From an optimization exercise on the open Yosys and OpenROAD flow, aimed at small area and a short achievable clock period; shortcuts taken in it are not production practice.
No functional check of the RTL was part of any run shown here.

==> flow/design.v, too long to show whole: its modules and the start of the top module <==
// module full_adder: 10 lines
// module final_adder: 244 lines
// module fp32_unpacker: 20 lines
// module fp32_aligner: 18 lines
// module wallace_tree_8_inputs: 507 lines
// module fp32_normalizer_rounder: 664 lines
// module fp32_packer: 14 lines
// module fp32_adder_tree_8_inputs: 841 lines
module fp32_adder_tree_8_inputs (
    input wire clk,
    input wire rst_n,
    input wire [127:0] dvr_fp32addtree8to1_s0,
    input wire [127:0] dvr_fp32addtree8to1_s1,
    input wire [2:0] cru_fp32addtree8to1,
    output wire [127:0] dr_fp32addtree8to1_d
);
  // ...
==> flow/flow/run.sh <==
#!/bin/bash
# Layout flow: ORFS, with two changes to its synthesis script and a setup
# margin for timing repair.
#  - synthesis: Yosys's generic synth step runs without its quick ABC pass, so
#    the full adders written in the RTL reach extract_fa as written (no
#    inverters around them); the final ABC mapping uses flow/abc.script.
#  - layout: standard steps; repair_timing aims at SETUP_SLACK_MARGIN; the
#    port buffers are the platform's smallest buffer.
# Each tool's output goes to ORFS's own logs (orfs/logs/...); make's output to flow.log.
set -euo pipefail
HERE=$(pwd)
FL=$HERE/flow
source $FL/params.sh
sed -e 's#^source \$::env(SCRIPTS_DIR)/synth_preamble.tcl#&\nset abc_args [lreplace $abc_args 1 1 '"$FL"'/abc.script]#' \
    -e 's#synth -top \$::env(DESIGN_NAME) -run fine: {\*}\$synth_full_args#& -noabc#' \
    $FLOW_HOME/scripts/synth.tcl > $HERE/my_synth.tcl
grep -q -- '-noabc' $HERE/my_synth.tcl
grep -q 'abc.script\]' $HERE/my_synth.tcl
sed -e "s#source \$::env(SCRIPTS_DIR)/synth.tcl#source $HERE/my_synth.tcl#" synth_recipe.tcl > my_synth_recipe.tcl
grep -q my_synth.tcl my_synth_recipe.tcl
sed -e "s#SYNTH_SCRIPT=[^ ]*#SYNTH_SCRIPT=$HERE/my_synth_recipe.tcl#" standard.sh > my_standard.sh
grep -q my_synth_recipe.tcl my_standard.sh
export SETUP_SLACK_MARGIN=$MARGIN
# every port still gets a buffer, the smallest one
export BUFFER_PORTS_ARGS="${PORTBUF:--buffer_cell sky130_fd_sc_hd__buf_1}"
bash my_standard.sh finish > flow.log 2>&1
==> flow/flow/abc.script <==
strash
dch
map -B 0.9
mfs
strash
dch
map -B 0.9
topo
stime -c
buffer -c
upsize -c
dnsize -c
==> flow/flow/params.sh <==
MARGIN=37
==> flow/flow/recover.tcl <==
# Sourced by ORFS after global routing (POST_GLOBAL_ROUTE_TCL), with the
# global-route parasitics estimated.
# Area recovery: try each upsized cell at smaller drive strengths and keep the
# change if the worst setup slack does not get worse, the cell's own worst slack
# stays at least REC_GUARD ns above it, and no slew/capacitance check fails.
proc rec_wns {} { return [expr {[sta::worst_slack_cmd max] * 1e9}] }
proc rec_inst_slack {iname} {
  set s 1e30
  foreach p [get_pins -of_objects [get_cells $iname]] {
    set v [get_property $p slack_max]
    if {$v ne "" && $v < $s} { set s $v }
  }
  return $s
}
set guard [expr {[info exists ::env(REC_GUARD)] ? $::env(REC_GUARD) : 1.0}]
set db [ord::get_db]
set block [ord::get_db_block]
set wns0 [rec_wns]
set viol0 [expr {[sta::max_slew_violation_count] + [sta::max_capacitance_violation_count]}]
puts "recover: start WNS $wns0 viol $viol0 guard $guard"
set masters {}
foreach lib [$db getLibs] { foreach m [$lib getMasters] { lappend masters [$m getName] } }
set tried 0; set changed 0
foreach inst [$block getInsts] {
  set mname [[$inst getMaster] getName]
  if {![regexp {^sky130_fd_sc_hd__(.+)_(\d+)$} $mname -> base drv]} continue
  if {$drv <= 1} continue
  if {[regexp {^(df|sdf|edf|dl|clk|tap|fill|decap|conb|lpflow|probe)} $base]} continue
  set iname [$inst getName]
  if {[rec_inst_slack $iname] < $wns0 + $guard} continue
  set cands {}
  foreach d {0 1 2 4 6 8 12 16} {
    if {$d >= $drv} break
    set c "sky130_fd_sc_hd__${base}_$d"
    if {[lsearch -exact $masters $c] >= 0} { lappend cands $c }
  }
  foreach c $cands {
    incr tried
    replace_cell $iname $c
    set w [rec_wns]
    set v [expr {[sta::max_slew_violation_count] + [sta::max_capacitance_violation_count]}]
    if {$w >= $wns0 - 1e-6 && $v <= $viol0 && [rec_inst_slack $iname] >= $wns0 + $guard} { incr changed; break }
    replace_cell $iname $mname
  }
}
puts "recover: tried $tried changed $changed WNS [rec_wns]"
==> flow/standard.sh <==
#!/bin/bash
# synth_recipe.tcl (not shown) runs the flow's synth.tcl, then flattens the netlist and writes it again
# the make line also repeats each setting of config.mk as NAME=value (left out here)
make -C /OpenROAD-flow-scripts/flow DESIGN_CONFIG=/design/flow/config.mk WORK_HOME=/design/flow/orfs CLKGATE_MAP_FILE= SYNTH_SCRIPT=/design/flow/synth_recipe.tcl "${@:-finish}"
==> flow/config.mk <==
export PLATFORM = sky130hd
export DESIGN_NAME = fp32_adder_tree_8_inputs
export DESIGN_NICKNAME = fp32_adder_tree_8_inputs
export VERILOG_FILES = /design/flow/design.v
export SDC_FILE = /design/flow/constraint.sdc
export NUM_CORES = 8
export LEC_CHECK = 0
export ABC_AREA = 1
export CAP_MARGIN = 20
export CORE_MARGIN = 2
export CORE_UTILIZATION = 40
export SLEW_MARGIN = 20
==> flow/constraint.sdc <==
create_clock -name core_clock -period 64.0 [get_ports {clk}]
set_input_delay 12.8000 -clock core_clock [delete_from_list [all_inputs] [get_ports {clk}]]
set_output_delay 12.8000 -clock core_clock [all_outputs]
set_load 0.01 [all_outputs]
==> flow_summary_export.csv, run 1 <==
group,metric,value,unit
run_status,outcome,"finished clean",
synthesis,syn_area,31800,sq um
synthesis,ys_ff_latch,35,
setup_path,critical_path_class,"input pin to flop",
floorplanning,tap_cells,1050,
placed_design,hpwl,114000,um
global_routing,grt_pass1_vias,34200,
synthesis,synth_fa_ha_area_share,19.9,%
global_routing,globalRoute.totalOverflow,0,
layout,multi_input_cells,4643,
layout,area_growth,20.8,%
timing,report.final.slew_viol_count,0,
detailed_routing,drt_pass1_iterations,8,
synthesis,ys_top_cells_by_area,"nand2_1 18%, fa_1 15%, o21ai_0 11%",
setup_path,path_depth,89,
synthesis,yosysUniqueCellTypes,64,
layout,final_cell_mix,"1486 x nand2_1, 600 x o21ai_0, 512 x nor2_1",
setup_path,critPathTopFamily,"simple AND/OR/NAND/NOR gates",
layout,seq_cells,35,
timing,period_share,41.2,%
synthesis,synth_xor_area_share,9.81,%
detailed_routing,drc,0,
clock_tree,clock_path_buffers,2,
layout,n_antenna_cell,0,
synthesis,yosys_most_used_dff,"dfrtp_1",
setup_path,worst-path-buf-inv,9,
timing,whs,12.62,ns
synthesis,synth_edf_count,0,
layout,buffer_area_share,9.00,%
==> module fp32_adder_tree_8_inputs, before the edit <==
module fp32_adder_tree_8_inputs (
    input wire clk,
    input wire rst_n,
    input wire [127:0] dvr_fp32addtree8to1_s0,
    input wire [127:0] dvr_fp32addtree8to1_s1,
    input wire [2:0] cru_fp32addtree8to1,
    output wire [127:0] dr_fp32addtree8to1_d
);
    genvar i;
    wire [7:0] sgn, hid, inf, nan;
    wire [7:0] ex [0:7];
    wire [22:0] man [0:7];
    generate
        for (i = 0; i < 8; i = i + 1) begin : unpack_gen
            fp32_unpacker u (
                .fp_in({dvr_fp32addtree8to1_s1[16*i +: 16], dvr_fp32addtree8to1_s0[16*i +: 16]}),
                .sign(sgn[i]), .exponent(ex[i]), .hidden(hid[i]), .mantissa(man[i]),
                .is_inf(inf[i]), .is_nan(nan[i]));
        end
    endgenerate
    wire pinf = |(inf & ~sgn);
    wire ninf = |(inf & sgn);
    wire res_nan = (|nan) | (pinf & ninf);
    wire res_inf = pinf | ninf;
    wire all_neg = &sgn;
    wire [7:0] x0 = ex[0];
    wire [7:0] x1 = ex[1];
    wire [7:0] x2 = ex[2];
    wire [7:0] x3 = ex[3];
    wire [7:0] x4 = ex[4];
    wire [7:0] x5 = ex[5];
    wire [7:0] x6 = ex[6];
    wire [7:0] x7 = ex[7];
    wire mx_1 = x0[0] & ~x1[0];
    wire mx_2 = x0[1] & ~x1[1];
    wire mx_3 = x0[2] & ~x1[2];
    wire mx_4 = x0[3] & ~x1[3];
    wire mx_5 = x0[4] & ~x1[4];
    wire mx_6 = x0[5] & ~x1[5];
    wire mx_7 = x0[6] & ~x1[6];
    wire mx_8 = x0[7] & ~x1[7];
    wire mx_9 = x0[0] | ~x1[0];
    wire mx_10 = x0[1] | ~x1[1];
    wire mx_11 = x0[2] | ~x1[2];
    wire mx_12 = x0[3] | ~x1[3];
    wire mx_13 = x0[4] | ~x1[4];
    wire mx_14 = x0[5] | ~x1[5];
    wire mx_15 = x0[6] | ~x1[6];
    wire mx_16 = x0[7] | ~x1[7];
    wire mx_17 = mx_1 | (mx_9 & 1'b1);
    wire mx_18 = mx_2 | (mx_10 & mx_17);
    wire mx_19 = mx_10 & mx_9;
    wire mx_20 = mx_3 | (mx_11 & mx_2);
    wire mx_21 = mx_11 & mx_10;
    wire mx_22 = mx_4 | (mx_12 & mx_3);
    wire mx_23 = mx_12 & mx_11;
    wire mx_24 = mx_5 | (mx_13 & mx_4);
    wire mx_25 = mx_13 & mx_12;
    wire mx_26 = mx_6 | (mx_14 & mx_5);
    wire mx_27 = mx_14 & mx_13;
    wire mx_28 = mx_7 | (mx_15 & mx_6);
    wire mx_29 = mx_15 & mx_14;
    wire mx_30 = mx_8 | (mx_16 & mx_7);
    wire mx_31 = mx_16 & mx_15;
    wire mx_32 = mx_20 | (mx_21 & mx_17);
    wire mx_33 = mx_21 & mx_9;
    wire mx_34 = mx_22 | (mx_23 & mx_18);
    wire mx_35 = mx_23 & mx_19;
    wire mx_36 = mx_24 | (mx_25 & mx_20);
    wire mx_37 = mx_25 & mx_21;
    wire mx_38 = mx_26 | (mx_27 & mx_22);
    wire mx_39 = mx_27 & mx_23;
    wire mx_40 = mx_28 | (mx_29 & mx_24);
    wire mx_41 = mx_29 & mx_25;
    wire mx_42 = mx_30 | (mx_31 & mx_26);
    wire mx_43 = mx_31 & mx_27;
    wire mx_44 = mx_36 | (mx_37 & mx_17);
    wire mx_45 = mx_37 & mx_9;
    wire mx_46 = mx_38 | (mx_39 & mx_18);
    wire mx_47 = mx_39 & mx_19;
    wire mx_48 = mx_40 | (mx_41 & mx_32);
    wire mx_49 = mx_41 & mx_33;
    wire mx_50 = mx_42 | (mx_43 & mx_34);
    wire mx_51 = mx_43 & mx_35;
    wire [7:0] mx0_0 = mx_50 ? x0 : x1;
    wire mx_52 = x2[0] & ~x3[0];
    wire mx_53 = x2[1] & ~x3[1];
    wire mx_54 = x2[2] & ~x3[2];
    wire mx_55 = x2[3] & ~x3[3];
    wire mx_56 = x2[4] & ~x3[4];
    wire mx_57 = x2[5] & ~x3[5];
    wire mx_58 = x2[6] & ~x3[6];
    wire mx_59 = x2[7] & ~x3[7];
    wire mx_60 = x2[0] | ~x3[0];
    wire mx_61 = x2[1] | ~x3[1];
    wire mx_62 = x2[2] | ~x3[2];
    wire mx_63 = x2[3] | ~x3[3];
    wire mx_64 = x2[4] | ~x3[4];
    wire mx_65 = x2[5] | ~x3[5];
    wire mx_66 = x2[6] | ~x3[6];
    wire mx_67 = x2[7] | ~x3[7];
    wire mx_68 = mx_52 | (mx_60 & 1'b1);
    wire mx_69 = mx_53 | (mx_61 & mx_68);
    wire mx_70 = mx_61 & mx_60;
    wire mx_71 = mx_54 | (mx_62 & mx_53);
    wire mx_72 = mx_62 & mx_61;
    wire mx_73 = mx_55 | (mx_63 & mx_54);
    wire mx_74 = mx_63 & mx_62;
    wire mx_75 = mx_56 | (mx_64 & mx_55);
    wire mx_76 = mx_64 & mx_63;
    wire mx_77 = mx_57 | (mx_65 & mx_56);
    wire mx_78 = mx_65 & mx_64;
    wire mx_79 = mx_58 | (mx_66 & mx_57);
    wire mx_80 = mx_66 & mx_65;
    wire mx_81 = mx_59 | (mx_67 & mx_58);
    wire mx_82 = mx_67 & mx_66;
    wire mx_83 = mx_71 | (mx_72 & mx_68);
    wire mx_84 = mx_72 & mx_60;
    wire mx_85 = mx_73 | (mx_74 & mx_69);
    wire mx_86 = mx_74 & mx_70;
    wire mx_87 = mx_75 | (mx_76 & mx_71);
    wire mx_88 = mx_76 & mx_72;
    wire mx_89 = mx_77 | (mx_78 & mx_73);
    wire mx_90 = mx_78 & mx_74;
    wire mx_91 = mx_79 | (mx_80 & mx_75);
    wire mx_92 = mx_80 & mx_76;
    wire mx_93 = mx_81 | (mx_82 & mx_77);
    wire mx_94 = mx_82 & mx_78;
    wire mx_95 = mx_87 | (mx_88 & mx_68);
    wire mx_96 = mx_88 & mx_60;
    wire mx_97 = mx_89 | (mx_90 & mx_69);
    wire mx_98 = mx_90 & mx_70;
    wire mx_99 = mx_91 | (mx_92 & mx_83);
    wire mx_100 = mx_92 & mx_84;
    wire mx_101 = mx_93 | (mx_94 & mx_85);
    wire mx_102 = mx_94 & mx_86;
    wire [7:0] mx0_1 = mx_101 ? x2 : x3;
    wire mx_103 = x4[0] & ~x5[0];
    wire mx_104 = x4[1] & ~x5[1];
    wire mx_105 = x4[2] & ~x5[2];
    wire mx_106 = x4[3] & ~x5[3];
    wire mx_107 = x4[4] & ~x5[4];
    wire mx_108 = x4[5] & ~x5[5];
    wire mx_109 = x4[6] & ~x5[6];
    wire mx_110 = x4[7] & ~x5[7];
    wire mx_111 = x4[0] | ~x5[0];
    wire mx_112 = x4[1] | ~x5[1];
    wire mx_113 = x4[2] | ~x5[2];
    wire mx_114 = x4[3] | ~x5[3];
    wire mx_115 = x4[4] | ~x5[4];
    wire mx_116 = x4[5] | ~x5[5];
    wire mx_117 = x4[6] | ~x5[6];
    wire mx_118 = x4[7] | ~x5[7];
    wire mx_119 = mx_103 | (mx_111 & 1'b1);
    wire mx_120 = mx_104 | (mx_112 & mx_119);
    wire mx_121 = mx_112 & mx_111;
    wire mx_122 = mx_105 | (mx_113 & mx_104);
    wire mx_123 = mx_113 & mx_112;
    wire mx_124 = mx_106 | (mx_114 & mx_105);
    wire mx_125 = mx_114 & mx_113;
    wire mx_126 = mx_107 | (mx_115 & mx_106);
    wire mx_127 = mx_115 & mx_114;
    wire mx_128 = mx_108 | (mx_116 & mx_107);
    wire mx_129 = mx_116 & mx_115;
    wire mx_130 = mx_109 | (mx_117 & mx_108);
    wire mx_131 = mx_117 & mx_116;
    wire mx_132 = mx_110 | (mx_118 & mx_109);
    wire mx_133 = mx_118 & mx_117;
    wire mx_134 = mx_122 | (mx_123 & mx_119);
    wire mx_135 = mx_123 & mx_111;
    wire mx_136 = mx_124 | (mx_125 & mx_120);
    wire mx_137 = mx_125 & mx_121;
    wire mx_138 = mx_126 | (mx_127 & mx_122);
    wire mx_139 = mx_127 & mx_123;
    wire mx_140 = mx_128 | (mx_129 & mx_124);
    wire mx_141 = mx_129 & mx_125;
    wire mx_142 = mx_130 | (mx_131 & mx_126);
    wire mx_143 = mx_131 & mx_127;
    wire mx_144 = mx_132 | (mx_133 & mx_128);
    wire mx_145 = mx_133 & mx_129;
    wire mx_146 = mx_138 | (mx_139 & mx_119);
    wire mx_147 = mx_139 & mx_111;
    wire mx_148 = mx_140 | (mx_141 & mx_120);
    wire mx_149 = mx_141 & mx_121;
    wire mx_150 = mx_142 | (mx_143 & mx_134);
    wire mx_151 = mx_143 & mx_135;
    wire mx_152 = mx_144 | (mx_145 & mx_136);
    wire mx_153 = mx_145 & mx_137;
    wire [7:0] mx0_2 = mx_152 ? x4 : x5;
    wire mx_154 = x6[0] & ~x7[0];
    wire mx_155 = x6[1] & ~x7[1];
    wire mx_156 = x6[2] & ~x7[2];
    wire mx_157 = x6[3] & ~x7[3];
    wire mx_158 = x6[4] & ~x7[4];
    wire mx_159 = x6[5] & ~x7[5];
    wire mx_160 = x6[6] & ~x7[6];
    wire mx_161 = x6[7] & ~x7[7];
    wire mx_162 = x6[0] | ~x7[0];
    wire mx_163 = x6[1] | ~x7[1];
    wire mx_164 = x6[2] | ~x7[2];
    wire mx_165 = x6[3] | ~x7[3];
    wire mx_166 = x6[4] | ~x7[4];
    wire mx_167 = x6[5] | ~x7[5];
    wire mx_168 = x6[6] | ~x7[6];
    wire mx_169 = x6[7] | ~x7[7];
    wire mx_170 = mx_154 | (mx_162 & 1'b1);
    wire mx_171 = mx_155 | (mx_163 & mx_170);
    wire mx_172 = mx_163 & mx_162;
    wire mx_173 = mx_156 | (mx_164 & mx_155);
    wire mx_174 = mx_164 & mx_163;
    wire mx_175 = mx_157 | (mx_165 & mx_156);
    wire mx_176 = mx_165 & mx_164;
    wire mx_177 = mx_158 | (mx_166 & mx_157);
    wire mx_178 = mx_166 & mx_165;
    wire mx_179 = mx_159 | (mx_167 & mx_158);
    wire mx_180 = mx_167 & mx_166;
    wire mx_181 = mx_160 | (mx_168 & mx_159);
    wire mx_182 = mx_168 & mx_167;
    wire mx_183 = mx_161 | (mx_169 & mx_160);
    wire mx_184 = mx_169 & mx_168;
    wire mx_185 = mx_173 | (mx_174 & mx_170);
    wire mx_186 = mx_174 & mx_162;
    wire mx_187 = mx_175 | (mx_176 & mx_171);
    wire mx_188 = mx_176 & mx_172;
    wire mx_189 = mx_177 | (mx_178 & mx_173);
    wire mx_190 = mx_178 & mx_174;
    wire mx_191 = mx_179 | (mx_180 & mx_175);
    wire mx_192 = mx_180 & mx_176;
    wire mx_193 = mx_181 | (mx_182 & mx_177);
    wire mx_194 = mx_182 & mx_178;
    wire mx_195 = mx_183 | (mx_184 & mx_179);
    wire mx_196 = mx_184 & mx_180;
    wire mx_197 = mx_189 | (mx_190 & mx_170);
    wire mx_198 = mx_190 & mx_162;
    wire mx_199 = mx_191 | (mx_192 & mx_171);
    wire mx_200 = mx_192 & mx_172;
    wire mx_201 = mx_193 | (mx_194 & mx_185);
    wire mx_202 = mx_194 & mx_186;
    wire mx_203 = mx_195 | (mx_196 & mx_187);
    wire mx_204 = mx_196 & mx_188;
    wire [7:0] mx0_3 = mx_203 ? x6 : x7;
    wire mx_205 = mx0_0[0] & ~mx0_1[0];
    wire mx_206 = mx0_0[1] & ~mx0_1[1];
    wire mx_207 = mx0_0[2] & ~mx0_1[2];
    wire mx_208 = mx0_0[3] & ~mx0_1[3];
    wire mx_209 = mx0_0[4] & ~mx0_1[4];
    wire mx_210 = mx0_0[5] & ~mx0_1[5];
    wire mx_211 = mx0_0[6] & ~mx0_1[6];
    wire mx_212 = mx0_0[7] & ~mx0_1[7];
    wire mx_213 = mx0_0[0] | ~mx0_1[0];
    wire mx_214 = mx0_0[1] | ~mx0_1[1];
    wire mx_215 = mx0_0[2] | ~mx0_1[2];
    wire mx_216 = mx0_0[3] | ~mx0_1[3];
    wire mx_217 = mx0_0[4] | ~mx0_1[4];
    wire mx_218 = mx0_0[5] | ~mx0_1[5];
    wire mx_219 = mx0_0[6] | ~mx0_1[6];
    wire mx_220 = mx0_0[7] | ~mx0_1[7];
    wire mx_221 = mx_205 | (mx_213 & 1'b1);
    wire mx_222 = mx_206 | (mx_214 & mx_221);
    wire mx_223 = mx_214 & mx_213;
    wire mx_224 = mx_207 | (mx_215 & mx_206);
    wire mx_225 = mx_215 & mx_214;
    wire mx_226 = mx_208 | (mx_216 & mx_207);
    wire mx_227 = mx_216 & mx_215;
    wire mx_228 = mx_209 | (mx_217 & mx_208);
    wire mx_229 = mx_217 & mx_216;
    wire mx_230 = mx_210 | (mx_218 & mx_209);
    wire mx_231 = mx_218 & mx_217;
    wire mx_232 = mx_211 | (mx_219 & mx_210);
    wire mx_233 = mx_219 & mx_218;
    wire mx_234 = mx_212 | (mx_220 & mx_211);
    wire mx_235 = mx_220 & mx_219;
    wire mx_236 = mx_224 | (mx_225 & mx_221);
    wire mx_237 = mx_225 & mx_213;
    wire mx_238 = mx_226 | (mx_227 & mx_222);
    wire mx_239 = mx_227 & mx_223;
    wire mx_240 = mx_228 | (mx_229 & mx_224);
    wire mx_241 = mx_229 & mx_225;
    wire mx_242 = mx_230 | (mx_231 & mx_226);
    wire mx_243 = mx_231 & mx_227;
    wire mx_244 = mx_232 | (mx_233 & mx_228);
    wire mx_245 = mx_233 & mx_229;
    wire mx_246 = mx_234 | (mx_235 & mx_230);
    wire mx_247 = mx_235 & mx_231;
    wire mx_248 = mx_240 | (mx_241 & mx_221);
    wire mx_249 = mx_241 & mx_213;
    wire mx_250 = mx_242 | (mx_243 & mx_222);
    wire mx_251 = mx_243 & mx_223;
    wire mx_252 = mx_244 | (mx_245 & mx_236);
    wire mx_253 = mx_245 & mx_237;
    wire mx_254 = mx_246 | (mx_247 & mx_238);
    wire mx_255 = mx_247 & mx_239;
    wire [7:0] mx1_0 = mx_254 ? mx0_0 : mx0_1;
    wire mx_256 = mx0_2[0] & ~mx0_3[0];
    wire mx_257 = mx0_2[1] & ~mx0_3[1];
    wire mx_258 = mx0_2[2] & ~mx0_3[2];
    wire mx_259 = mx0_2[3] & ~mx0_3[3];
    wire mx_260 = mx0_2[4] & ~mx0_3[4];
    wire mx_261 = mx0_2[5] & ~mx0_3[5];
    wire mx_262 = mx0_2[6] & ~mx0_3[6];
    wire mx_263 = mx0_2[7] & ~mx0_3[7];
    wire mx_264 = mx0_2[0] | ~mx0_3[0];
    wire mx_265 = mx0_2[1] | ~mx0_3[1];
    wire mx_266 = mx0_2[2] | ~mx0_3[2];
    wire mx_267 = mx0_2[3] | ~mx0_3[3];
    wire mx_268 = mx0_2[4] | ~mx0_3[4];
    wire mx_269 = mx0_2[5] | ~mx0_3[5];
    wire mx_270 = mx0_2[6] | ~mx0_3[6];
    wire mx_271 = mx0_2[7] | ~mx0_3[7];
    wire mx_272 = mx_256 | (mx_264 & 1'b1);
    wire mx_273 = mx_257 | (mx_265 & mx_272);
    wire mx_274 = mx_265 & mx_264;
    wire mx_275 = mx_258 | (mx_266 & mx_257);
    wire mx_276 = mx_266 & mx_265;
    wire mx_277 = mx_259 | (mx_267 & mx_258);
    wire mx_278 = mx_267 & mx_266;
    wire mx_279 = mx_260 | (mx_268 & mx_259);
    wire mx_280 = mx_268 & mx_267;
    wire mx_281 = mx_261 | (mx_269 & mx_260);
    wire mx_282 = mx_269 & mx_268;
    wire mx_283 = mx_262 | (mx_270 & mx_261);
    wire mx_284 = mx_270 & mx_269;
    wire mx_285 = mx_263 | (mx_271 & mx_262);
    wire mx_286 = mx_271 & mx_270;
    wire mx_287 = mx_275 | (mx_276 & mx_272);
    wire mx_288 = mx_276 & mx_264;
    wire mx_289 = mx_277 | (mx_278 & mx_273);
    wire mx_290 = mx_278 & mx_274;
    wire mx_291 = mx_279 | (mx_280 & mx_275);
    wire mx_292 = mx_280 & mx_276;
    wire mx_293 = mx_281 | (mx_282 & mx_277);
    wire mx_294 = mx_282 & mx_278;
    wire mx_295 = mx_283 | (mx_284 & mx_279);
    wire mx_296 = mx_284 & mx_280;
    wire mx_297 = mx_285 | (mx_286 & mx_281);
    wire mx_298 = mx_286 & mx_282;
    wire mx_299 = mx_291 | (mx_292 & mx_272);
    wire mx_300 = mx_292 & mx_264;
    wire mx_301 = mx_293 | (mx_294 & mx_273);
    wire mx_302 = mx_294 & mx_274;
    wire mx_303 = mx_295 | (mx_296 & mx_287);
    wire mx_304 = mx_296 & mx_288;
    wire mx_305 = mx_297 | (mx_298 & mx_289);
    wire mx_306 = mx_298 & mx_290;
    wire [7:0] mx1_1 = mx_305 ? mx0_2 : mx0_3;
    wire mx_307 = mx1_0[0] & ~mx1_1[0];
    wire mx_308 = mx1_0[1] & ~mx1_1[1];
    wire mx_309 = mx1_0[2] & ~mx1_1[2];
    wire mx_310 = mx1_0[3] & ~mx1_1[3];
    wire mx_311 = mx1_0[4] & ~mx1_1[4];
    wire mx_312 = mx1_0[5] & ~mx1_1[5];
    wire mx_313 = mx1_0[6] & ~mx1_1[6];
    wire mx_314 = mx1_0[7] & ~mx1_1[7];
    wire mx_315 = mx1_0[0] | ~mx1_1[0];
    wire mx_316 = mx1_0[1] | ~mx1_1[1];
    wire mx_317 = mx1_0[2] | ~mx1_1[2];
    wire mx_318 = mx1_0[3] | ~mx1_1[3];
    wire mx_319 = mx1_0[4] | ~mx1_1[4];
    wire mx_320 = mx1_0[5] | ~mx1_1[5];
    wire mx_321 = mx1_0[6] | ~mx1_1[6];
    wire mx_322 = mx1_0[7] | ~mx1_1[7];
    wire mx_323 = mx_307 | (mx_315 & 1'b1);
    wire mx_324 = mx_308 | (mx_316 & mx_323);
    wire mx_325 = mx_316 & mx_315;
    wire mx_326 = mx_309 | (mx_317 & mx_308);
    wire mx_327 = mx_317 & mx_316;
    wire mx_328 = mx_310 | (mx_318 & mx_309);
    wire mx_329 = mx_318 & mx_317;
    wire mx_330 = mx_311 | (mx_319 & mx_310);
    wire mx_331 = mx_319 & mx_318;
    wire mx_332 = mx_312 | (mx_320 & mx_311);
    wire mx_333 = mx_320 & mx_319;
    wire mx_334 = mx_313 | (mx_321 & mx_312);
    wire mx_335 = mx_321 & mx_320;
    wire mx_336 = mx_314 | (mx_322 & mx_313);
    wire mx_337 = mx_322 & mx_321;
    wire mx_338 = mx_326 | (mx_327 & mx_323);
    wire mx_339 = mx_327 & mx_315;
    wire mx_340 = mx_328 | (mx_329 & mx_324);
    wire mx_341 = mx_329 & mx_325;
    wire mx_342 = mx_330 | (mx_331 & mx_326);
    wire mx_343 = mx_331 & mx_327;
    wire mx_344 = mx_332 | (mx_333 & mx_328);
    wire mx_345 = mx_333 & mx_329;
    wire mx_346 = mx_334 | (mx_335 & mx_330);
    wire mx_347 = mx_335 & mx_331;
    wire mx_348 = mx_336 | (mx_337 & mx_332);
    wire mx_349 = mx_337 & mx_333;
    wire mx_350 = mx_342 | (mx_343 & mx_323);
    wire mx_351 = mx_343 & mx_315;
    wire mx_352 = mx_344 | (mx_345 & mx_324);
    wire mx_353 = mx_345 & mx_325;
    wire mx_354 = mx_346 | (mx_347 & mx_338);
    wire mx_355 = mx_347 & mx_339;
    wire mx_356 = mx_348 | (mx_349 & mx_340);
    wire mx_357 = mx_349 & mx_341;
    wire [7:0] mx2_0 = mx_356 ? mx1_0 : mx1_1;
    wire [7:0] emax = mx2_0;
    wire [7:0] dif [0:7];
    wire [7:0] nx0 = ~ex[0];
    wire [7:0] d0;
    wire df_1 = emax[0] & nx0[0];
    wire df_2 = emax[1] & nx0[1];
    wire df_3 = emax[2] & nx0[2];
    wire df_4 = emax[3] & nx0[3];
    wire df_5 = emax[4] & nx0[4];
    wire df_6 = emax[5] & nx0[5];
    wire df_7 = emax[6] & nx0[6];
    wire df_8 = emax[7] & nx0[7];
    wire df_9 = emax[0] ^ nx0[0];
    wire df_10 = emax[1] ^ nx0[1];
    wire df_11 = emax[2] ^ nx0[2];
    wire df_12 = emax[3] ^ nx0[3];
    wire df_13 = emax[4] ^ nx0[4];
    wire df_14 = emax[5] ^ nx0[5];
    wire df_15 = emax[6] ^ nx0[6];
    wire df_16 = emax[7] ^ nx0[7];
    wire df_17 = df_1 | (df_9 & 1'b1);
    wire df_18 = df_2 | (df_10 & df_17);
    wire df_19 = df_10 & df_9;
    wire df_20 = df_4 | (df_12 & df_3);
    wire df_21 = df_12 & df_11;
    wire df_22 = df_6 | (df_14 & df_5);
    wire df_23 = df_14 & df_13;
    wire df_24 = df_8 | (df_16 & df_7);
    wire df_25 = df_16 & df_15;
    wire df_26 = df_20 | (df_21 & df_18);
    wire df_27 = df_21 & df_19;
    wire df_28 = df_24 | (df_25 & df_22);
    wire df_29 = df_25 & df_23;
    wire df_30 = df_28 | (df_29 & df_26);
    wire df_31 = df_29 & df_27;
    wire df_32 = df_22 | (df_23 & df_26);
    wire df_33 = df_23 & df_27;
    wire df_34 = df_3 | (df_11 & df_18);
    wire df_35 = df_11 & df_19;
    wire df_36 = df_5 | (df_13 & df_26);
    wire df_37 = df_13 & df_27;
    wire df_38 = df_7 | (df_15 & df_32);
    wire df_39 = df_15 & df_33;
    assign d0[0] = df_9 ^ 1'b1;
    assign d0[1] = df_10 ^ df_17;
    assign d0[2] = df_11 ^ df_18;
    assign d0[3] = df_12 ^ df_34;
    assign d0[4] = df_13 ^ df_26;
    assign d0[5] = df_14 ^ df_36;
    assign d0[6] = df_15 ^ df_32;
    assign d0[7] = df_16 ^ df_38;
    assign dif[0] = d0;
    wire [7:0] nx1 = ~ex[1];
    wire [7:0] d1;
    wire df_40 = emax[0] & nx1[0];
    wire df_41 = emax[1] & nx1[1];
    wire df_42 = emax[2] & nx1[2];
    wire df_43 = emax[3] & nx1[3];
    wire df_44 = emax[4] & nx1[4];
    wire df_45 = emax[5] & nx1[5];
    wire df_46 = emax[6] & nx1[6];
    wire df_47 = emax[7] & nx1[7];
    wire df_48 = emax[0] ^ nx1[0];
    wire df_49 = emax[1] ^ nx1[1];
    wire df_50 = emax[2] ^ nx1[2];
    wire df_51 = emax[3] ^ nx1[3];
    wire df_52 = emax[4] ^ nx1[4];
    wire df_53 = emax[5] ^ nx1[5];
    wire df_54 = emax[6] ^ nx1[6];
    wire df_55 = emax[7] ^ nx1[7];
    wire df_56 = df_40 | (df_48 & 1'b1);
    wire df_57 = df_41 | (df_49 & df_56);
    wire df_58 = df_49 & df_48;
    wire df_59 = df_43 | (df_51 & df_42);
    wire df_60 = df_51 & df_50;
    wire df_61 = df_45 | (df_53 & df_44);
    wire df_62 = df_53 & df_52;
    wire df_63 = df_47 | (df_55 & df_46);
    wire df_64 = df_55 & df_54;
    wire df_65 = df_59 | (df_60 & df_57);
    wire df_66 = df_60 & df_58;
    wire df_67 = df_63 | (df_64 & df_61);
    wire df_68 = df_64 & df_62;
    wire df_69 = df_67 | (df_68 & df_65);
    wire df_70 = df_68 & df_66;
    wire df_71 = df_61 | (df_62 & df_65);
    wire df_72 = df_62 & df_66;
    wire df_73 = df_42 | (df_50 & df_57);
    wire df_74 = df_50 & df_58;
    wire df_75 = df_44 | (df_52 & df_65);
    wire df_76 = df_52 & df_66;
    wire df_77 = df_46 | (df_54 & df_71);
    wire df_78 = df_54 & df_72;
    assign d1[0] = df_48 ^ 1'b1;
    assign d1[1] = df_49 ^ df_56;
    assign d1[2] = df_50 ^ df_57;
    assign d1[3] = df_51 ^ df_73;
    assign d1[4] = df_52 ^ df_65;
    assign d1[5] = df_53 ^ df_75;
    assign d1[6] = df_54 ^ df_71;
    assign d1[7] = df_55 ^ df_77;
    assign dif[1] = d1;
    wire [7:0] nx2 = ~ex[2];
    wire [7:0] d2;
    wire df_79 = emax[0] & nx2[0];
    wire df_80 = emax[1] & nx2[1];
    wire df_81 = emax[2] & nx2[2];
    wire df_82 = emax[3] & nx2[3];
    wire df_83 = emax[4] & nx2[4];
    wire df_84 = emax[5] & nx2[5];
    wire df_85 = emax[6] & nx2[6];
    wire df_86 = emax[7] & nx2[7];
    wire df_87 = emax[0] ^ nx2[0];
    wire df_88 = emax[1] ^ nx2[1];
    wire df_89 = emax[2] ^ nx2[2];
    wire df_90 = emax[3] ^ nx2[3];
    wire df_91 = emax[4] ^ nx2[4];
    wire df_92 = emax[5] ^ nx2[5];
    wire df_93 = emax[6] ^ nx2[6];
    wire df_94 = emax[7] ^ nx2[7];
    wire df_95 = df_79 | (df_87 & 1'b1);
    wire df_96 = df_80 | (df_88 & df_95);
    wire df_97 = df_88 & df_87;
    wire df_98 = df_82 | (df_90 & df_81);
    wire df_99 = df_90 & df_89;
    wire df_100 = df_84 | (df_92 & df_83);
    wire df_101 = df_92 & df_91;
    wire df_102 = df_86 | (df_94 & df_85);
    wire df_103 = df_94 & df_93;
    wire df_104 = df_98 | (df_99 & df_96);
    wire df_105 = df_99 & df_97;
    wire df_106 = df_102 | (df_103 & df_100);
    wire df_107 = df_103 & df_101;
    wire df_108 = df_106 | (df_107 & df_104);
    wire df_109 = df_107 & df_105;
    wire df_110 = df_100 | (df_101 & df_104);
    wire df_111 = df_101 & df_105;
    wire df_112 = df_81 | (df_89 & df_96);
    wire df_113 = df_89 & df_97;
    wire df_114 = df_83 | (df_91 & df_104);
    wire df_115 = df_91 & df_105;
    wire df_116 = df_85 | (df_93 & df_110);
    wire df_117 = df_93 & df_111;
    assign d2[0] = df_87 ^ 1'b1;
    assign d2[1] = df_88 ^ df_95;
    assign d2[2] = df_89 ^ df_96;
    assign d2[3] = df_90 ^ df_112;
    assign d2[4] = df_91 ^ df_104;
    assign d2[5] = df_92 ^ df_114;
    assign d2[6] = df_93 ^ df_110;
    assign d2[7] = df_94 ^ df_116;
    assign dif[2] = d2;
    wire [7:0] nx3 = ~ex[3];
    wire [7:0] d3;
    wire df_118 = emax[0] & nx3[0];
    wire df_119 = emax[1] & nx3[1];
    wire df_120 = emax[2] & nx3[2];
    wire df_121 = emax[3] & nx3[3];
    wire df_122 = emax[4] & nx3[4];
    wire df_123 = emax[5] & nx3[5];
    wire df_124 = emax[6] & nx3[6];
    wire df_125 = emax[7] & nx3[7];
    wire df_126 = emax[0] ^ nx3[0];
    wire df_127 = emax[1] ^ nx3[1];
    wire df_128 = emax[2] ^ nx3[2];
    wire df_129 = emax[3] ^ nx3[3];
    wire df_130 = emax[4] ^ nx3[4];
    wire df_131 = emax[5] ^ nx3[5];
    wire df_132 = emax[6] ^ nx3[6];
    wire df_133 = emax[7] ^ nx3[7];
    wire df_134 = df_118 | (df_126 & 1'b1);
    wire df_135 = df_119 | (df_127 & df_134);
    wire df_136 = df_127 & df_126;
    wire df_137 = df_121 | (df_129 & df_120);
    wire df_138 = df_129 & df_128;
    wire df_139 = df_123 | (df_131 & df_122);
    wire df_140 = df_131 & df_130;
    wire df_141 = df_125 | (df_133 & df_124);
    wire df_142 = df_133 & df_132;
    wire df_143 = df_137 | (df_138 & df_135);
    wire df_144 = df_138 & df_136;
    wire df_145 = df_141 | (df_142 & df_139);
    wire df_146 = df_142 & df_140;
    wire df_147 = df_145 | (df_146 & df_143);
    wire df_148 = df_146 & df_144;
    wire df_149 = df_139 | (df_140 & df_143);
    wire df_150 = df_140 & df_144;
    wire df_151 = df_120 | (df_128 & df_135);
    wire df_152 = df_128 & df_136;
    wire df_153 = df_122 | (df_130 & df_143);
    wire df_154 = df_130 & df_144;
    wire df_155 = df_124 | (df_132 & df_149);
    wire df_156 = df_132 & df_150;
    assign d3[0] = df_126 ^ 1'b1;
    assign d3[1] = df_127 ^ df_134;
    assign d3[2] = df_128 ^ df_135;
    assign d3[3] = df_129 ^ df_151;
    assign d3[4] = df_130 ^ df_143;
    assign d3[5] = df_131 ^ df_153;
    assign d3[6] = df_132 ^ df_149;
    assign d3[7] = df_133 ^ df_155;
    assign dif[3] = d3;
    wire [7:0] nx4 = ~ex[4];
    wire [7:0] d4;
    wire df_157 = emax[0] & nx4[0];
    wire df_158 = emax[1] & nx4[1];
    wire df_159 = emax[2] & nx4[2];
    wire df_160 = emax[3] & nx4[3];
    wire df_161 = emax[4] & nx4[4];
    wire df_162 = emax[5] & nx4[5];
    wire df_163 = emax[6] & nx4[6];
    wire df_164 = emax[7] & nx4[7];
    wire df_165 = emax[0] ^ nx4[0];
    wire df_166 = emax[1] ^ nx4[1];
    wire df_167 = emax[2] ^ nx4[2];
    wire df_168 = emax[3] ^ nx4[3];
    wire df_169 = emax[4] ^ nx4[4];
    wire df_170 = emax[5] ^ nx4[5];
    wire df_171 = emax[6] ^ nx4[6];
    wire df_172 = emax[7] ^ nx4[7];
    wire df_173 = df_157 | (df_165 & 1'b1);
    wire df_174 = df_158 | (df_166 & df_173);
    wire df_175 = df_166 & df_165;
    wire df_176 = df_160 | (df_168 & df_159);
    wire df_177 = df_168 & df_167;
    wire df_178 = df_162 | (df_170 & df_161);
    wire df_179 = df_170 & df_169;
    wire df_180 = df_164 | (df_172 & df_163);
    wire df_181 = df_172 & df_171;
    wire df_182 = df_176 | (df_177 & df_174);
    wire df_183 = df_177 & df_175;
    wire df_184 = df_180 | (df_181 & df_178);
    wire df_185 = df_181 & df_179;
    wire df_186 = df_184 | (df_185 & df_182);
    wire df_187 = df_185 & df_183;
    wire df_188 = df_178 | (df_179 & df_182);
    wire df_189 = df_179 & df_183;
    wire df_190 = df_159 | (df_167 & df_174);
    wire df_191 = df_167 & df_175;
    wire df_192 = df_161 | (df_169 & df_182);
    wire df_193 = df_169 & df_183;
    wire df_194 = df_163 | (df_171 & df_188);
    wire df_195 = df_171 & df_189;
    assign d4[0] = df_165 ^ 1'b1;
    assign d4[1] = df_166 ^ df_173;
    assign d4[2] = df_167 ^ df_174;
    assign d4[3] = df_168 ^ df_190;
    assign d4[4] = df_169 ^ df_182;
    assign d4[5] = df_170 ^ df_192;
    assign d4[6] = df_171 ^ df_188;
    assign d4[7] = df_172 ^ df_194;
    assign dif[4] = d4;
    wire [7:0] nx5 = ~ex[5];
    wire [7:0] d5;
    wire df_196 = emax[0] & nx5[0];
    wire df_197 = emax[1] & nx5[1];
    wire df_198 = emax[2] & nx5[2];
    wire df_199 = emax[3] & nx5[3];
    wire df_200 = emax[4] & nx5[4];
    wire df_201 = emax[5] & nx5[5];
    wire df_202 = emax[6] & nx5[6];
    wire df_203 = emax[7] & nx5[7];
    wire df_204 = emax[0] ^ nx5[0];
    wire df_205 = emax[1] ^ nx5[1];
    wire df_206 = emax[2] ^ nx5[2];
    wire df_207 = emax[3] ^ nx5[3];
    wire df_208 = emax[4] ^ nx5[4];
    wire df_209 = emax[5] ^ nx5[5];
    wire df_210 = emax[6] ^ nx5[6];
    wire df_211 = emax[7] ^ nx5[7];
    wire df_212 = df_196 | (df_204 & 1'b1);
    wire df_213 = df_197 | (df_205 & df_212);
    wire df_214 = df_205 & df_204;
    wire df_215 = df_199 | (df_207 & df_198);
    wire df_216 = df_207 & df_206;
    wire df_217 = df_201 | (df_209 & df_200);
    wire df_218 = df_209 & df_208;
    wire df_219 = df_203 | (df_211 & df_202);
    wire df_220 = df_211 & df_210;
    wire df_221 = df_215 | (df_216 & df_213);
    wire df_222 = df_216 & df_214;
    wire df_223 = df_219 | (df_220 & df_217);
    wire df_224 = df_220 & df_218;
    wire df_225 = df_223 | (df_224 & df_221);
    wire df_226 = df_224 & df_222;
    wire df_227 = df_217 | (df_218 & df_221);
    wire df_228 = df_218 & df_222;
    wire df_229 = df_198 | (df_206 & df_213);
    wire df_230 = df_206 & df_214;
    wire df_231 = df_200 | (df_208 & df_221);
    wire df_232 = df_208 & df_222;
    wire df_233 = df_202 | (df_210 & df_227);
    wire df_234 = df_210 & df_228;
    assign d5[0] = df_204 ^ 1'b1;
    assign d5[1] = df_205 ^ df_212;
    assign d5[2] = df_206 ^ df_213;
    assign d5[3] = df_207 ^ df_229;
    assign d5[4] = df_208 ^ df_221;
    assign d5[5] = df_209 ^ df_231;
    assign d5[6] = df_210 ^ df_227;
    assign d5[7] = df_211 ^ df_233;
    assign dif[5] = d5;
    wire [7:0] nx6 = ~ex[6];
    wire [7:0] d6;
    wire df_235 = emax[0] & nx6[0];
    wire df_236 = emax[1] & nx6[1];
    wire df_237 = emax[2] & nx6[2];
    wire df_238 = emax[3] & nx6[3];
    wire df_239 = emax[4] & nx6[4];
    wire df_240 = emax[5] & nx6[5];
    wire df_241 = emax[6] & nx6[6];
    wire df_242 = emax[7] & nx6[7];
    wire df_243 = emax[0] ^ nx6[0];
    wire df_244 = emax[1] ^ nx6[1];
    wire df_245 = emax[2] ^ nx6[2];
    wire df_246 = emax[3] ^ nx6[3];
    wire df_247 = emax[4] ^ nx6[4];
    wire df_248 = emax[5] ^ nx6[5];
    wire df_249 = emax[6] ^ nx6[6];
    wire df_250 = emax[7] ^ nx6[7];
    wire df_251 = df_235 | (df_243 & 1'b1);
    wire df_252 = df_236 | (df_244 & df_251);
    wire df_253 = df_244 & df_243;
    wire df_254 = df_238 | (df_246 & df_237);
    wire df_255 = df_246 & df_245;
    wire df_256 = df_240 | (df_248 & df_239);
    wire df_257 = df_248 & df_247;
    wire df_258 = df_242 | (df_250 & df_241);
    wire df_259 = df_250 & df_249;
    wire df_260 = df_254 | (df_255 & df_252);
    wire df_261 = df_255 & df_253;
    wire df_262 = df_258 | (df_259 & df_256);
    wire df_263 = df_259 & df_257;
    wire df_264 = df_262 | (df_263 & df_260);
    wire df_265 = df_263 & df_261;
    wire df_266 = df_256 | (df_257 & df_260);
    wire df_267 = df_257 & df_261;
    wire df_268 = df_237 | (df_245 & df_252);
    wire df_269 = df_245 & df_253;
    wire df_270 = df_239 | (df_247 & df_260);
    wire df_271 = df_247 & df_261;
    wire df_272 = df_241 | (df_249 & df_266);
    wire df_273 = df_249 & df_267;
    assign d6[0] = df_243 ^ 1'b1;
    assign d6[1] = df_244 ^ df_251;
    assign d6[2] = df_245 ^ df_252;
    assign d6[3] = df_246 ^ df_268;
    assign d6[4] = df_247 ^ df_260;
    assign d6[5] = df_248 ^ df_270;
    assign d6[6] = df_249 ^ df_266;
    assign d6[7] = df_250 ^ df_272;
    assign dif[6] = d6;
    wire [7:0] nx7 = ~ex[7];
    wire [7:0] d7;
    wire df_274 = emax[0] & nx7[0];
    wire df_275 = emax[1] & nx7[1];
    wire df_276 = emax[2] & nx7[2];
    wire df_277 = emax[3] & nx7[3];
    wire df_278 = emax[4] & nx7[4];
    wire df_279 = emax[5] & nx7[5];
    wire df_280 = emax[6] & nx7[6];
    wire df_281 = emax[7] & nx7[7];
    wire df_282 = emax[0] ^ nx7[0];
    wire df_283 = emax[1] ^ nx7[1];
    wire df_284 = emax[2] ^ nx7[2];
    wire df_285 = emax[3] ^ nx7[3];
    wire df_286 = emax[4] ^ nx7[4];
    wire df_287 = emax[5] ^ nx7[5];
    wire df_288 = emax[6] ^ nx7[6];
    wire df_289 = emax[7] ^ nx7[7];
    wire df_290 = df_274 | (df_282 & 1'b1);
    wire df_291 = df_275 | (df_283 & df_290);
    wire df_292 = df_283 & df_282;
    wire df_293 = df_277 | (df_285 & df_276);
    wire df_294 = df_285 & df_284;
    wire df_295 = df_279 | (df_287 & df_278);
    wire df_296 = df_287 & df_286;
    wire df_297 = df_281 | (df_289 & df_280);
    wire df_298 = df_289 & df_288;
    wire df_299 = df_293 | (df_294 & df_291);
    wire df_300 = df_294 & df_292;
    wire df_301 = df_297 | (df_298 & df_295);
    wire df_302 = df_298 & df_296;
    wire df_303 = df_301 | (df_302 & df_299);
    wire df_304 = df_302 & df_300;
    wire df_305 = df_295 | (df_296 & df_299);
    wire df_306 = df_296 & df_300;
    wire df_307 = df_276 | (df_284 & df_291);
    wire df_308 = df_284 & df_292;
    wire df_309 = df_278 | (df_286 & df_299);
    wire df_310 = df_286 & df_300;
    wire df_311 = df_280 | (df_288 & df_305);
    wire df_312 = df_288 & df_306;
    assign d7[0] = df_282 ^ 1'b1;
    assign d7[1] = df_283 ^ df_290;
    assign d7[2] = df_284 ^ df_291;
    assign d7[3] = df_285 ^ df_307;
    assign d7[4] = df_286 ^ df_299;
    assign d7[5] = df_287 ^ df_309;
    assign d7[6] = df_288 ^ df_305;
    assign d7[7] = df_289 ^ df_311;
    assign dif[7] = d7;
    wire [255:0] aligned;
    generate
        for (i = 0; i < 8; i = i + 1) begin : align_gen
            fp32_aligner a (
                .sign(sgn[i]), .hidden(hid[i]), .mantissa(man[i]),
                .diff(dif[i]),
                .aligned(aligned[32*i +: 32]));
        end
    endgenerate
    wire [35:0] row_a, row_b, sum;
    wallace_tree_8_inputs tree (.data_in(aligned), .sgn(sgn), .row_a(row_a), .row_b(row_b));
    final_adder cpa (.a(row_a), .b(row_b), .sum(sum));
    wire neg = sum[35];
    wire [34:0] mag = sum[34:0] ^ {35{neg}};
    wire zero = ~|mag;
    wire sign = zero ? all_neg : neg;
    wire [30:0] res;
    wire overflow;
    fp32_normalizer_rounder nr (.raw(sum[34:0]), .neg(neg), .exp_in(emax), .res(res), .overflow(overflow));
    wire [31:0] fp_sum_result;
    fp32_packer pk (.res_nan(res_nan), .res_inf(res_inf), .inf_sign(ninf),
                    .overflow(overflow), .sign(sign), .res(res), .fp_out(fp_sum_result));
    reg [31:0] sum_qn;
    reg        valid_q;
    reg [1:0]  seg_q;
    always @(posedge clk or negedge rst_n) begin
        if (!rst_n) begin
            sum_qn  <= 32'b0;
            valid_q <= 1'b0;
            seg_q   <= 2'b0;
        end else begin
            sum_qn  <= ~fp_sum_result;
            valid_q <= cru_fp32addtree8to1[2];
            seg_q   <= cru_fp32addtree8to1[1:0];
        end
    end
    assign dr_fp32addtree8to1_d = {
        {32{valid_q & (seg_q == 2'b11)}} & ~sum_qn,
        {32{valid_q & (seg_q == 2'b10)}} & ~sum_qn,
        {32{valid_q & (seg_q == 2'b01)}} & ~sum_qn,
        {32{valid_q & (seg_q == 2'b00)}} & ~sum_qn};
endmodule
==> inputs of run 2 (changes only) <==
--- a/flow/design.v
+++ b/flow/design.v
@@ -2285,34 +2285,44 @@
     endgenerate
     wire [35:0] row_a, row_b, sum;
     wallace_tree_8_inputs tree (.data_in(aligned), .sgn(sgn), .row_a(row_a), .row_b(row_b));
-    final_adder cpa (.a(row_a), .b(row_b), .sum(sum));
-    wire neg = sum[35];
-    wire [34:0] mag = sum[34:0] ^ {35{neg}};
+    reg [35:0] row_a_q;
+    reg [35:0] row_b_q;
+    reg [7:0] emax_q;
+    reg nan_q;
+    reg inf_q;
+    reg ninf_q;
+    reg allneg_q;
+    reg valid_q;
+    reg [1:0] seg_q;
+    always @(posedge clk or negedge rst_n) begin
+        if (!rst_n) valid_q <= 1'b0;
+        else valid_q <= cru_fp32addtree8to1[2];
+    end
+    always @(posedge clk) begin
+        row_a_q <= row_a;
+        row_b_q <= row_b;
+        emax_q <= emax;
+        nan_q <= res_nan;
+        inf_q <= res_inf;
+        ninf_q <= ninf;
+        allneg_q <= all_neg;
+        seg_q <= cru_fp32addtree8to1[1:0];
+    end
+    wire [35:0] sum_q;
+    final_adder cpa (.a(row_a_q), .b(row_b_q), .sum(sum_q));
+    wire neg = sum_q[35];
+    wire [34:0] mag = sum_q[34:0] ^ {35{neg}};
     wire zero = ~|mag;
-    wire sign = zero ? all_neg : neg;
+    wire sign = zero ? allneg_q : neg;
     wire [30:0] res;
     wire overflow;
-    fp32_normalizer_rounder nr (.raw(sum[34:0]), .neg(neg), .exp_in(emax), .res(res), .overflow(overflow));
+    fp32_normalizer_rounder nr (.raw(sum_q[34:0]), .neg(neg), .exp_in(emax_q), .res(res), .overflow(overflow));
     wire [31:0] fp_sum_result;
-    fp32_packer pk (.res_nan(res_nan), .res_inf(res_inf), .inf_sign(ninf),
+    fp32_packer pk (.res_nan(nan_q), .res_inf(inf_q), .inf_sign(ninf_q),
                     .overflow(overflow), .sign(sign), .res(res), .fp_out(fp_sum_result));
-    reg [31:0] sum_qn;
-    reg        valid_q;
-    reg [1:0]  seg_q;
-    always @(posedge clk or negedge rst_n) begin
-        if (!rst_n) begin
-            sum_qn  <= 32'b0;
-            valid_q <= 1'b0;
-            seg_q   <= 2'b0;
-        end else begin
-            sum_qn  <= ~fp_sum_result;
-            valid_q <= cru_fp32addtree8to1[2];
-            seg_q   <= cru_fp32addtree8to1[1:0];
-        end
-    end
     assign dr_fp32addtree8to1_d = {
-        {32{valid_q & (seg_q == 2'b11)}} & ~sum_qn,
-        {32{valid_q & (seg_q == 2'b10)}} & ~sum_qn,
-        {32{valid_q & (seg_q == 2'b01)}} & ~sum_qn,
-        {32{valid_q & (seg_q == 2'b00)}} & ~sum_qn};
+        {32{valid_q & (seg_q == 2'b11)}} & fp_sum_result,
+        {32{valid_q & (seg_q == 2'b10)}} & fp_sum_result,
+        {32{valid_q & (seg_q == 2'b01)}} & fp_sum_result,
+        {32{valid_q & (seg_q == 2'b00)}} & fp_sum_result};
 endmodule
==> flow/flow/abc.script (replaced) <==
strash
dch
map -B 0.9
topo
mfs
strash
dch
map -B 0.9
topo
mfs
strash
dch
map -B 0.9
topo
stime -c
buffer -c
upsize -c
dnsize -c
==> flow/flow/params.sh (replaced) <==
MARGIN=42

removed: flow/flow/recover.tcl
==> flow_summary_export.csv, run 2 <==
group,metric,value,unit
run_status,outcome,"finished clean",
synthesis,yosysUniqueCellTypes,63,
layout,layout_commonest_cell,"nand2_1",
floorplanning,die_h,293,um
timing,period_needed,21.57,ns
clock_tree,clock-sinks,86,
synthesis,yosysMostFrequentCell,"nand2_1",
floorplanning,die_area,85800,sq um
placed_design,gp_congestion,1.04,
timing,whs,12.18,ns
timing,setup_violations,0,
layout,top_register,"row_a_q",
clock_tree,cts_tree,"done",
synthesis,synth_top_area_share,19.1,%
synthesis,yosysSeqAreaShare,5.17,%
detailed_routing,drtIter0Drc,3317,
detailed_routing,wl_per_cell,19.9,um
layout,fillers,9110,
detailed_routing,drc,0,
floorplanning,start_util,40.5,%
timing,relSlewSlack,28.3,%
setup_path,cp.required,64.25,ns
synthesis,yosysTopAreaCell,"nand2_1",
synthesis,ys_top_cells_by_area,"nand2_1 19%, fa_1 14%, o21ai_0 9.9%",
clock_tree,path_clk_slew,0.07,ns
detailed_routing,drtAntennaViolNets,0,
setup_path,cpMostUsedCell,"nand2_1",
timing,period_share,33.7,%
placed_design,hpwl,119000,um
global_routing,grt_pass1_wl,207000,um
detailed_routing,drt_pass1_iterations,7,
setup_path,worst-path-buf-inv,9,
floorplanning,die_x,293,um
synthesis,synthesis.nets,6295,
layout,reg_top3,"row_a_q x36, row_b_q x35, emax_q x8",
detailed_routing,vias,37900,
setup_path,critical_path_class,"input pin to flop",
synthesis,synth_edf_count,0,
synthesis,syn_area,33400,sq um
clock_tree,clock_path_buffers,2,
global_routing,globalRoute.totalOverflow,0,
timing,max_freq,0.0464,GHz
layout,drive_above_1_share,6.71,%
setup_path,endpoint_kind,"flop",
layout,multi_input_area,28600,sq um
clock_tree,cts_max_level,3,
layout,area_growth,9.50,%
timing,rsz0062_at_grt,"true",
global_routing,antenna_found_initial,6,
global_routing,grt_util_all_layers,31.0,%
detailed_routing,vias_per_cell,5.44,
synthesis,ys_warn_count,1,
setup_path,cp.arrival,21.82,ns
synthesis,ys_async_sr_fraction,1.16,%
layout,final_cell_mix,"1686 x nand2_1, 629 x o21ai_0, 585 x inv_1",
synthesis,synthCells,5669,
clock_tree,root_buffer,"clkbuf_16",
global_routing,grt_start_max_net_pins,45,
timing,report.final.slew_viol_count,0,
clock_tree,cts_buffers,9,
timing,hold_violations,0,
floorplanning,io_pins,389,
layout,regArea,1730,sq um
synthesis,yosys_most_used_dff,"dfxtp_1",
synthesis,yosys-top-cells-count,"1699 x nand2_1, 663 x o21ai_0, 599 x inv_1, 484 x nor2_1, 377 x nand3_1",
layout,final_nets,6527,
synthesis,avgSynthCellArea,5.89,sq um
hold_path,hold_path_class,"input pin to async pin",
layout,largest_register_ffs,36,
global_routing,grt_pass1_vias,34800,
setup_path,cp_slowest_cell,"fa_1",
floorplanning,core,82400,sq um
job,maxCapViolCount,0,
detailed_routing,postRouteWirelength,139000,um
setup_path,worstPathMaxFanout,27,
setup_path,critPathTopFamily,"adder cells",
timing,final.setup.tns,0,ns
setup_path,critical-path-max-stage-delay,0.61,ns
timing,tightest_slew,1.07,ns
floorplanning,rows,105,
setup_path,cp-start-kind,"input pin",
placed_design,io_buffer_count,388,
clock_tree,ctsHoldBuffers,0,
synthesis,ys_ff_latch,86,
## run 2: cell count changes after synthesis, sizes merged, moves of 21 or more
| cell | delta |
|---|---|
| nand3 | +36 |
| mux2i | -21 |
| xor2 | -26 |
| nand2 | +159 |
| a22oi | +60 |
| a21oi | -90 |
| inv | +114 |
| dfrtp | -34 |
| nor2 | -85 |
| dfxtp | +85 |
| nor4 | +35 |
| o21ai | -67 |
## run 2: layout make-up
class,instances,area share [%]
Antenna cell,1,0.00684
Clock buffer,9,0.616
Clock inverter,7,0.178
Inverter,640,6.70
Multi-Input combinational cell,4682,78.1
Sequential cell,86,4.72
Tap cell,1070,3.66
Timing Repair Buffer,474,5.85
Timing Repair inverter,8,0.137
## run 2: cells by family after synthesis
kind of cell | synth area share [%]
DFF | 5.17
adders and majority gates | 18.9
xor gates and xnor gates | 8.94
buffers and inverters | 10.7
and+or+nand+nor | 37.9
AOI/OAI and AO/OA | 16.0
muxes | 2.46
## run 2: worst paths after layout
path	from	endpoint	cells after the start
setup / recovery	dvr_fp32addtree8to1_s1[42]	row_a_q[4]	50
hold / removal	rst_n	valid_q	1
max in group asynchronous	rst_n	valid_q	1
min in group core_clock	cru_fp32addtree8to1[1]	seg_q[1]	1
## run 2: through the flow
stage / worst slack (ns) / util, % / cell area, sq um / std cells
4_1_cts: 42.00 / 43.6 / 35900 / 6932
5_1_grt: 41.87 / 44.4 / 36600 / 6976
3_5_place_dp: 39.32 / 43.0 / 35400 / 6910
6_report: 42.43 / 44.4 / 36600 / 6977
3_3_place_gp: 39.37 / 43.0 / 35400 / 6909
2_1_floorplan: 42.84 / - / 33400 / 5669
## run 2: repair_timing
item                                    in CTS  in global routing
cloned                                       0                 10
setup buffers                                6                 34
hold endpoints to repair                     0                  0
pin swaps                                    3                 21
gates resized for setup                     53                116
endpoints found under the setup margin      68                192
## run 2: per-layer routing
metal	part of all wire (%)	global-route usage, %	routed length [um]	up-vias
li1	-	-	-	18800
met1	43	40.4	59500	17500
met2	46	52.3	64500	1361
met3	5.5	2.62	7650	242
met4	5.3	13.5	7410	4
met5	0.019	0	26	-

static timing again, ports no longer ideal:
The flow's constraints put no driver on any port. The routed layouts listed below were extracted and timed again, unchanged, in two steps. Step 1 sets driving cells, clkbuf_16 on the clock port and buf_2 on the other inputs (assumed; they add their load-dependent delay and slew). Step 2 also shifts input and output timing later by t, the mid clock arrival at the registers, as if the neighbouring blocks saw the same clock. Slacks: no drivers / after step 1 / after step 2; pairs: no drivers / after step 1.
run	t (ns)	slack for setup (ns)	worst setup path at the end	worst slew at a driven data input, ns	cell pins on the clock port's net
run 1	0.305	37.618 / 37.632 / 37.327	input to register	0.06	1
run 2	0.418	42.433 / 42.461 / 42.043	input to register	0.11	1
After both steps setup and hold are still met in every run listed. For run 2, which loses most, drivers alone change the setup slack by +0.028 ns; drivers and shift together by -0.390 ns.
